Context: an optimization exercise on an open-source flow, tuned for small area, a short achievable clock period and few clock cycles per item. The choices shown serve that exercise and are no tape-out recipe. Function was checked by simulation only, so behaviour that the tests miss may differ from the original. No activity file was given, so power comes from the tool's default toggle rates.

run 1:
==> flow/design.v (excerpt) <==
module mcdf(
  input clk_i,
  input rstn_i,
  input [1:0]  cmd_i,
  input [8-1:0] cmd_addr_i,
  input [32-1:0] cmd_data_i,
  output[32-1:0] cmd_data_o,
  input [31:0] ch0_data_i,
  input  ch0_vld_i,
  input [31:0] ch1_data_i,
  input  ch1_vld_i,
  input [31:0] ch2_data_i,
  input  ch2_vld_i,
  output  ch0_ready_o,
  output  ch1_ready_o,
  output  ch2_ready_o,
  input  fmt_grant_i,
  output [1:0] fmt_chid_o,
  output fmt_req_o,
  output [5:0]  fmt_length_o,
  output [31:0] fmt_data_o,
  output fmt_start_o,
  output fmt_end_o );
Size: roughly 1,800 cells after synthesis, about 1,100 flip-flops, about 220 I/O pins.
Settings: LEC_CHECK=0, ABC_CLOCK_PERIOD_IN_PS=2400, CAP_MARGIN=20, CORE_MARGIN=2, CORE_UTILIZATION=45, CTS_BUF_LIST=sky130_fd_sc_hd__clkbuf_16, CTS_CLUSTER_DIAMETER=55, CTS_CLUSTER_SIZE=45, PLACE_DENSITY=0.6, SETUP_SLACK_MARGIN=3.6, SLEW_MARGIN=20; clock period 6.0 ns.
standard.sh (not shown) runs the stock make flow with config.mk's settings and CLKGATE_MAP_FILE= SYNTH_SCRIPT=/design/flow/synth_recipe.tcl, a recipe that flattens the netlist after the stock synthesis.
==> flow/flow/run.sh <==
#!/bin/bash
set -e
export BUFFER_PORTS_ARGS="-buffer_cell sky130_fd_sc_hd__buf_1"
export CTS_ARGS="-sink_clustering_enable -repair_clock_nets -sink_clustering_size 45 -sink_clustering_max_diameter 55 -buf_list sky130_fd_sc_hd__clkbuf_16 -dont_use_dummy_load"
bash standard.sh > standard.log 2>&1
Testbench counts of run 1, summed over its fixed seeds: cycles 3,336, items 3,072.
diff inputs: run 1 => run 2
- CORE_UTILIZATION: 45 -> 80
- PLACE_DENSITY: 0.6 -> 0.88
==> flow/run.sh (new file) <==
#!/bin/bash
# synth_recipe.tcl (not shown) runs the flow's synth.tcl, then flattens the netlist and writes it again
# the make line also repeats each setting of config.mk as NAME=value (left out here)
make -C /OpenROAD-flow-scripts/flow DESIGN_CONFIG=/design/flow/config.mk WORK_HOME=/design/flow/orfs CLKGATE_MAP_FILE= SYNTH_SCRIPT=/design/flow/synth_recipe.tcl finish
removed: flow/flow/run.sh
removed: flow/standard.sh
Run status, run 2: aborted in clock tree synthesis, error DPL-0033. Going from run 1 to run 2, adder and majority cell fraction of the synthesized area now sits at about the same level; instance area after placement now sits higher; die extent in y now sits lower; post-detailed-placement half-perimeter wirelength now sits higher. Of run 2 and run 1, it is run 2 that has the lower cell total after placement. Re number of buffers inserted to repair setup after CTS: run 2 is 35 up on run 1. From run 1 to run 2, number of enable flip-flop cells after synthesis did not move at all. Run 1 -> run 2: async set-or-reset flop fraction in the synthesized netlist delta 0, exact match.
Input changes introduced in run 3 (baseline for comparison: run 2):
- a change of PLACE_DENSITY from 0.88 to 0.6
- a change of CORE_UTILIZATION from 80 to 45
==> flow/flow/run.sh (new file) <==
#!/bin/bash
set -e
export BUFFER_PORTS_ARGS="-buffer_cell sky130_fd_sc_hd__buf_2"
export CTS_ARGS="-sink_clustering_enable -repair_clock_nets -sink_clustering_size 45 -sink_clustering_max_diameter 55 -buf_list sky130_fd_sc_hd__clkbuf_16 -dont_use_dummy_load"
bash standard.sh > standard.log 2>&1
==> flow/standard.sh (new file) <==
#!/bin/bash
# synth_recipe.tcl (not shown) runs the flow's synth.tcl, then flattens the netlist and writes it again
# the make line also repeats each setting of config.mk as NAME=value (left out here)
make -C /OpenROAD-flow-scripts/flow DESIGN_CONFIG=/design/flow/config.mk WORK_HOME=/design/flow/orfs CLKGATE_MAP_FILE= SYNTH_SCRIPT=/design/flow/synth_recipe.tcl "${@:-finish}"
removed: flow/run.sh
[summary]
- Between run 2 and run 3, the flow reports total clock buffers created by CTS increasing by more than a quarter.
- Comparing run 2 and run 3, number of post-CTS setup repair buffers is lower on run 3.
- Comparing run 2 against run 3, there is no change at all in share of the synthesized area in compound gates (AO/OA/AOI/OAI).
- FAIL run 2 @ clock tree synthesis: tool exited with error
- Run 3 ran to completion and came out clean on the timing, design-rule and antenna checks.
- Worst slack at placement delta for run 3 relative to run 2: 0.48 ns higher
- HPWL after detailed placement (lower): run 3
- Delta (run 3 minus run 2): cell area after placement went down by 400 um2; post-synthesis xor/xnor area fraction was more or less identical; number of gates resized after cts went down by about 90%; share of synthesized cell area in full adder, half adder and majority cells was more or less identical.
- Run 3 vs run 2: number of standard-cell rows in the floorplan up
For run 4, these inputs were changed with respect to run 3:
- setting GPL_TIMING_DRIVEN to 0 for the first time
Notes after the runs:
- Looking at share of total power in combinational logic, run 4 sits above run 3.
- Summary: with run 3 as the reference, per-cell via count in the routed design in run 4 moved up slightly.
- Comparing run 4 against run 3, there is no change at all in max-cap violation count.
- Run 4 vs run 3: instance count after placement with tap cells included up by a few percent
- Against run 3, TritonCTS buffer count in run 4 rose slightly.
- Changes observed in run 4 relative to run 3: switching fraction of total power ~0 delta, register-to-register slack now sits lower.
Modified inputs, run 5 compared to run 4
- GPL_TIMING_DRIVEN removed (was 0)
- CTS_CLUSTER_DIAMETER changed from 55 to 50
- ABC_CLOCK_PERIOD_IN_PS changed from 2400 to 2000
- CTS_CLUSTER_SIZE changed from 45 to 40
- SETUP_SLACK_MARGIN changed from 3.6 to 4.0
==> flow/run.sh (new file) <==
#!/bin/bash
# synth_recipe.tcl (not shown) runs the flow's synth.tcl, then flattens the netlist and writes it again
# the make line also repeats each setting of config.mk as NAME=value (left out here)
make -C /OpenROAD-flow-scripts/flow DESIGN_CONFIG=/design/flow/config.mk WORK_HOME=/design/flow/orfs CLKGATE_MAP_FILE= SYNTH_SCRIPT=/design/flow/synth_recipe.tcl finish
removed: flow/flow/run.sh
removed: flow/standard.sh
Findings:
Run 5 | status: complete | timing, DRC, antenna: pass. Run 4: full flow OK, the timing, design-rule and antenna checks passed. Measured against run 4, the met2 layer wire length in the routed design of run 5 comes out at 1.05 times the reference value. Power in the clock group deteriorates in run 5 relative to run 4. Looking at post-placement worst setup slack, run 5 sits below run 4. Max-slew headroom at the worst pin was lower in run 4 than in run 5. Summary — layout buffer count excluding clock buffers, run 5 relative to run 4: lower, by about 8%. Total stage count of the critical path: run 4 and run 5 compared, higher one is run 4.
The following lists how run 6 was set up differently from run 5:
- swapping 4.0 for 3.4 in SETUP_SLACK_MARGIN
- swapping 2000 for 2400 in ABC_CLOCK_PERIOD_IN_PS
- swapping 40 for 45 in CTS_CLUSTER_SIZE
- swapping 50 for 55 in CTS_CLUSTER_DIAMETER
==> flow/flow/run.sh (new file) <==
#!/bin/bash
set -e
export BUFFER_PORTS_ARGS="-buffer_cell sky130_fd_sc_hd__buf_2"
export CTS_ARGS="-sink_clustering_enable -repair_clock_nets -sink_clustering_size 45 -sink_clustering_max_diameter 55 -buf_list sky130_fd_sc_hd__clkbuf_16 -dont_use_dummy_load"
bash standard.sh > standard.log 2>&1
==> flow/standard.sh (new file) <==
#!/bin/bash
# synth_recipe.tcl (not shown) runs the flow's synth.tcl, then flattens the netlist and writes it again
# the make line also repeats each setting of config.mk as NAME=value (left out here)
make -C /OpenROAD-flow-scripts/flow DESIGN_CONFIG=/design/flow/config.mk WORK_HOME=/design/flow/orfs CLKGATE_MAP_FILE= SYNTH_SCRIPT=/design/flow/synth_recipe.tcl "${@:-finish}"
removed: flow/run.sh
==> notes.md <==
Run 5 -> run 6: number of enable-type register cells in the synthesized netlist delta 0, exact match
More vias were needed by run 5 than by run 6.
Compared with run 5, run 6 ends up with a smaller final cell area.

[static timing again, ports no longer ideal]
In the flow no input, the clock included, has a driving cell. The finished layouts below were timed again as built, in two steps. Step 1 (the two cells are an assumption about what drives the block):
set clk [get_ports {clk_i}]
set_driving_cell -lib_cell sky130_fd_sc_hd__clkbuf_16 $clk
set_driving_cell -lib_cell sky130_fd_sc_hd__buf_2 [delete_from_list [all_inputs] $clk]
Step 2 adds t to the input delays and takes it off the output delays; t is the mean of the earliest and latest rising clock arrival at the registers after step 1. Input paths then give back, and output paths get back, about the clock's delay inside the block. Slacks: ideal ports / drivers / drivers and shift; pairs: ideal ports / drivers.
run	shift t [ns]	slack for setup (ns)	hold WS [ns]	worst setup path at the end	slew at the worst register clock pin (ns)
run 1	0.654	3.565 / 3.507 / 3.014	0.248 / 0.248 / 0.248	input to register	0.12 / 0.12
run 3	0.655	3.584 / 3.528 / 3.029	0.271 / 0.271 / 0.271	input to register	0.12 / 0.12
run 4	0.656	3.587 / 3.531 / 2.974	0.274 / 0.274 / 0.274	input to register	0.12 / 0.12
run 5	0.670	3.557 / 3.499 / 3.126	0.283 / 0.283 / 0.283	input to register	0.12 / 0.12
run 6	0.663	3.450 / 3.393 / 2.856	0.251 / 0.251 / 0.251	input to register	0.13 / 0.13
After both steps every run listed still meets setup and hold. For run 4, which loses most, drivers alone change the setup slack by -0.056 ns; drivers and shift together by -0.613 ns.
